Context: an optimization exercise on an open-source flow, tuned for small area, a short achievable clock period and few clock cycles per item. The choices shown serve that exercise and are no tape-out recipe. Function was checked by simulation only, so behaviour that the tests miss may differ from the original.

==> flow/design.v (outline; a module is shown in full before it is edited, if it fits) <==
// module fm_3d_fmul: 536 lines
// module fm_3d_frcp_rom: 26 lines
// module fm_3d_frcp: 263 lines
// module fm_3d_ru_span_setup: 437 lines
module fm_3d_ru_span_setup (
    clk_core,
    rst_x,
    i_valid,
    i_aa_mode,
    i_x_l,
    i_y_l,
    i_z_l,
    i_iw_l,
    i_param00_l,
    i_param01_l,
    i_param02_l,
    i_param03_l,
    i_param10_l,
    i_param11_l,
    i_param12_l,
    i_param13_l,
    i_x_r,
    i_y_r,
    i_z_r,
    i_iw_r,
    i_param00_r,
    i_param01_r,
    i_param02_r,
    i_param03_r,
    i_param10_r,
    i_param11_r,
    i_param12_r,
    i_param13_r,
    o_ack,
    i_param0_en,
    i_param1_en,
    i_param0_size,
    i_param1_size,
    o_idle,
    o_valid,
    o_aa_mode,
    o_kind,
    o_initial_val,
    o_step_val,
    o_delta_a,
    o_y,
    o_end_flag,
    o_end_x,
    i_busy
);
  // ...
==> flow/run.sh <==
#!/bin/bash
# synth_recipe.tcl (not shown) runs the flow's synth.tcl, then flattens the netlist and writes it again
# the make line also repeats each setting of config.mk as NAME=value (left out here)
make -C /OpenROAD-flow-scripts/flow DESIGN_CONFIG=/design/flow/config.mk WORK_HOME=/design/flow/orfs CLKGATE_MAP_FILE= SYNTH_SCRIPT=/design/flow/synth_recipe.tcl finish
==> flow/config.mk <==
export PLATFORM = sky130hd
export DESIGN_NAME = fm_3d_ru_span_setup
export DESIGN_NICKNAME = fm_3d_ru_span_setup
export VERILOG_FILES = /design/flow/design.v
export SDC_FILE = /design/flow/constraint.sdc
export NUM_CORES = 4
export LEC_CHECK = 0
export ABC_AREA = 1
export CAP_MARGIN = 20
export CORE_MARGIN = 2
export CORE_UTILIZATION = 40
export PLACE_DENSITY = 0.6
export SETUP_SLACK_MARGIN = 5
export SLEW_MARGIN = 20
==> flow/constraint.sdc <==
create_clock -name core_clock -period 10.0 [get_ports {clk_core}]
set_input_delay 2.0000 -clock core_clock [delete_from_list [all_inputs] [get_ports {clk_core}]]
set_output_delay 2.0000 -clock core_clock [all_outputs]
set_load 0.01 [all_outputs]
==> notes.md, run 1 <==
## Status
* **outcome** finished clean

## STA
* **RSZ-0062 raised after global routing** true
* **worst-case setup margin in the final layout** 4.59 ns

## Cells and area
* **area taken by flip-flops and latches** 14100 um^2
* **end-of-flow core utilization** 50.5%
* **largest registers ranked by flip-flop count** r_ctx0 x31, r_ctx1 x31
* **area of combinational cells with multiple inputs** 22400 um^2
* **non-filler cells in the finished layout** 6688
* **sequential cell count** 475
* **Top class by area** multi-input combinational cells
* **clk_buf instances** 70
* **commonest cells after routing, fill and taps aside** nand2_1, inv_1, clkdlybuf4s50_1, edfxtp_1, nor2_1

## Critical path
* **slowest cell on the critical path** fa_2
* **number of cells on the critical path** 18
* **logic depth of the worst register-to-register path** 24
* **Crit path buffers/inverters** 6
* **startpoint class of the critical path** flop
* **Crit path max-delay family** simple AND/OR/NAND/NOR gates
* **origin of the worst setup path** r5_pl

## Yosys
* **top_reg_cell synth** edfxtp_1
* **XOR/XNOR share of the synthesized area** 5.08%
* **share of synthesized area occupied by flip-flops and latches** 35.9%
* **leading post-synthesis cells by instance count** nand2_1, inv_1, edfxtp_1
* **Yosys top cell area share** 34.3%
* **largest family of logic cells by synthesized area** simple AND/OR/NAND/NOR gates

## Route
* **WL final** 153000 um
* **Top Layer Used** met5
* **number of nets still failing antenna checks after routing** 0
* **number of vias per cell** 5.40

## GRT
* **GRT Max-Usage Layer** met2
* **Overflow after GRT** 0
* **combined global-route utilization of all metal layers** 29.6%
* **GR met3 Demand/Resource** 5.05%

## Min path
* **worst min-delay path startpoint** r3_init[0]
* **instance count along the most critical hold path** 0

## Die
* **Top Ports** 596

## Placed design
* **Placed Cells incl. Taps** 6470

Testbench counts, summed over its fixed seeds: cycles 37,790, spans 4,800.
==> run 2, diff against run 1 <==
--- a/flow/config.mk
+++ b/flow/config.mk
@@ -12,3 +12,3 @@
 export PLACE_DENSITY = 0.6
-export SETUP_SLACK_MARGIN = 5
+export SETUP_SLACK_MARGIN = 4.5
 export SLEW_MARGIN = 20
==> notes.md, run 2 <==
## Critical path
* **Crit path arrival time** 3.46 ns, was 3.41 ns
* **Critical Setup Path Class** reg -> out, unchanged
* **startpoint class of the critical path** flop, unchanged
* **critical path cell sequence** fa_2 > inv_2 > fa_2 > inv_2 > nand3_2 > nand3_2 > nand4_1 > nand2_2 > nand3_4 > nand3_4 > buf_4 > nand2_4 > nand2_1 > o21ai_2 > nand4_1 > buf_6 > nand2_8 > buf_6 > nor2_1 > buf_2, was fa_2 > inv_2 > fa_2 > inv_2 > nand3_2 > nand3_2 > nand4_1 > nand2_2 > nand3_4 > nand3_4 > nand2_8 > clkinvlp_4 > buf_4 > nand4_1 > buf_6 > nand2_8 > nor2_1 > buf_2
* **slowest cell on the critical path** fa_2, unchanged
* **worst-path fanout max** 5, was 6
* **element type at the critical path end** primary output, unchanged
* **Worst EP required** 8.00 ns, about the same
* **CP peak stage delay** 0.41 ns, was 0.42 ns

## Cells and area
* **layout cells sized above 1** 6.31%, was 8.15%
* **leading cell type in the layout, fill and taps excluded** nand2_1, unchanged
* **Final #Nets** 6161, was 6195
* **Area growth syn-to-layout** 23.1%, was 24.5%
* **commonest cells after routing, fill and taps aside** nand2_1, inv_1, clkdlybuf4s50_1, edfxtp_1, nor2_1, unchanged
* **largest registers ranked by flip-flop count** r_ctx0 x31, r_ctx1 x31, unchanged

## Clocking
* **clock transition at the register clock pins on the worst setup and hold paths after CTS** 0.06 ns, about the same
* **number of buffers created by CTS** 53, was 55
* **buffer type at the clock tree root** clkbuf_16, unchanged
* **Clock Path Buffers** 3, unchanged
* **H-tree levels** 2, unchanged
* **clock latency on the worst-skew pair** 0.63 ns, was 0.67 ns
* **count of clock tree sinks** 475, unchanged
* **CTS tree** yes, unchanged

## Route
* **routed length per instance** 22.8 um, was 22.9 um
* **drc violations** 0, unchanged
* **number of nets still failing antenna checks after routing** 0, unchanged
* **Starting DRT DRC Count** 2797, was 3420
* **detailed-router iteration count before antenna repair** 7, was 6
* **WL final** 152000 um, was 153000 um
* **routed via count** 36000, was 36100
* **number of vias per cell** 5.41, was 5.40

## Placed design
* **port buffer count** 567, unchanged
* **HPWL after detailed placement** 121000 um, about the same
* **weighted congestion reported at the end of routability-driven placement** 0.972, was 0.975
* **pre-CTS setup slack** 3.82 ns, was 3.78 ns

## Yosys
* **flops & latches, synth** 475, unchanged
* **cell accounting for the most synthesized area** edfxtp_1, unchanged
* **Warnings, synthesis** 1, unchanged
* **top_reg_cell synth** edfxtp_1, unchanged
* **count of unique library cells instantiated by Yosys** 65, unchanged
* **library cell with the highest instance count after synthesis** nand2_1, unchanged
* **number of flops mapped to enable cells by yosys** 449, unchanged
* **Area contributors post-synth** edfxtp_1, nand2_1, ha_1, fa_1, inv_1, unchanged
* **Post-synth ARST share** 5.47%, unchanged
* **share of synthesized area occupied by flip-flops and latches** 35.9%, unchanged
* **area of the mapped netlist** 39300 um^2, unchanged
* **leading post-synthesis cells by instance count** nand2_1, inv_1, edfxtp_1, unchanged
* **Yosys top cell area share** 34.3%, unchanged
* **synthesized area per cell** 8.21 um^2, unchanged
* **Synth Instances** 4791, unchanged

## Die
* **initial standard-cell utilization of the core** 40.5%, unchanged
* **Placeable Area** 97000 um^2, unchanged
* **Top Ports** 596, unchanged
* **die outline area** 101000 um^2, unchanged
* **Die X-Extent** 318 um, unchanged
* **chip height** 318 um, unchanged
* **number of core rows** 114, unchanged

## Status
* **outcome** finished clean, unchanged

## STA
* **number of pins with negative max-slew slack in the final report** 0, unchanged
* **peak clock frequency supported by timing** 183 MHz, was 185 MHz
* **Tightest Pin Transition** 1.19 ns, was 1.03 ns
* **setup TNS** 0 ns, unchanged
* **Final setup violation count** 0, unchanged
* **RSZ-0062 raised after global routing** true, unchanged
* **Final Hold Viols** 0, unchanged
* **Max transition margin** 19.8%, was 30.8%
* **Final Critical Period** 5.46 ns, was 5.41 ns
* **worst-case setup margin in the final layout** 4.54 ns, was 4.59 ns
* **final clock skew** 0.0324 ns, was 0.0381 ns
* **share of the clock period used by the worst path** 54.6%, was 54.1%

## Min path
* **class of the tightest hold or removal check** reg -> reg, unchanged

## GRT
* **maximum number of pins on one net before global-route repair** 154, was 146
* **Overflow after GRT** 0, unchanged
* **number of global-route vias before repair** 34800, about the same
* **number of antenna violations at the first check in global routing** 49, was 60
* **global-route wire length before repair** 222000 um, was 223000 um
* **combined global-route utilization of all metal layers** 29.3%, was 29.6%

## Run
* **number of violations of the max-capacitance limit** 0, unchanged

## run 2: cell counts after synthesis
Identical to the previous run, type by type.
## run 2: kinds of logic (layout without fill, tap and decap cells)
family	after synthesis	count (layout)	synth area share, %
AND/OR/NAND/NOR	1873	1880	19.9
AO/OA/AOI/OAI	908	908	14.4
buffers and inverters	899	1423	9.17
flip-flops	475	475	35.9
adder cells (fa/ha/maj)	375	375	14.6
XOR/XNOR	228	228	5.08
multiplexers	32	32	0.824
other	1	53	0.00954
## run 2: what timing repair did
action | 4_1_cts | 5_1_grt
cloned | 7 | 1
pin swaps | 14 | 14
setup endpoints to repair | 29 | 57
hold buffers | 0 | 0
gates resized for setup | 127 | 56
buffers inserted | 18 | 20
endpoints found under the hold margin | 0 | 0
## run 2: worst paths after layout
check                         start       endpoint  slack, ns  cells after the start
min                        r1_xe[1]       r2_xe[1]       0.42                      0
max                        r5_ps[0]  o_step_val[1]       4.54                     20
min reg2reg                r1_xe[1]       r2_xe[1]       0.42                      0
max reg2reg                r4_dt[7]          r5_pl       4.67                     18
min in group asynchronous     rst_x       r2_valid       1.75                      2
max in group asynchronous     rst_x       r_idx[3]       7.99                      2
## run 2: layout make-up
| type | count | area [um^2] |
|---|---|---|
| Clock buffer | 64 | 1370 |
| Timing Repair inverter | 1 | 7.51 |
| Sequential cell | 475 | 14100 |
| Antenna cell | 34 | 85.1 |
| Fill cell | 9439 | 48600 |
| Clock inverter | 34 | 347 |
| Multi-Input combinational cell | 3442 | 22000 |
| Tap cell | 1276 | 1600 |
| Inverter | 681 | 2570 |
| Timing Repair Buffer | 643 | 6230 |
## run 2: critical path: cells and delay by family, from the launching register on
kind	cells	cell delay [ns]
simple gates	11	1.00
fa+ha+maj	2	0.63
buf+inv	6	0.73
compound gates	1	0.08
flops	1	0.40
## run 2: routing by layer
layer | vias up | wire length [um] | GRT usage (%)
li1 | 17200 | - | -
met1 | 17000 | 56500 | 33.4
met2 | 1453 | 74200 | 51.0
met3 | 343 | 10100 | 4.65
met4 | 14 | 11100 | 18.9
met5 | - | 102 | 0
## run 2: metrics by stage
step | cell area [um^2] | util [%] | hold WS (ns) | std cells
after floorplan | 39400 | - | 0.400 | 4809
after global placement | 46000 | 47.4 | 0.401 | 6471
after detailed placement | 46000 | 47.4 | 0.405 | 6471
after CTS | 47900 | 49.4 | 0.411 | 6594
after global routing | 48400 | 49.9 | 0.415 | 6642
final | 48400 | 49.9 | 0.417 | 6650

re-timing with driven ports:
The results above use ideal ports. As a check the final layouts listed here were re-extracted and re-timed, cells and wires unchanged.
Step 1 assumes that a clkbuf_16 drives the clock port and a buf_2 every other input.
Step 2 times the ports against the registers' clock, not the clock port: input delays grow and output delays shrink by t, the midpoint of the rising clock arrivals with the driver on.
Slacks: no drivers / after step 1 / after step 2; pairs: no drivers / after step 1.
run	t, ns	setup WS [ns]	worst setup path at the end	clock arrival spread, ns	cell pins on the clock port's net
run 1	0.734	4.595 / 4.515 / 4.567	input to register	0.047 / 0.047	1
run 2	0.692	4.544 / 4.466 / 4.447	input to register	0.036 / 0.037	1
After both steps setup and hold are still met in every run listed. The setup slack of run 2, which loses most, moves by -0.078 ns with the drivers and by -0.097 ns with both steps.
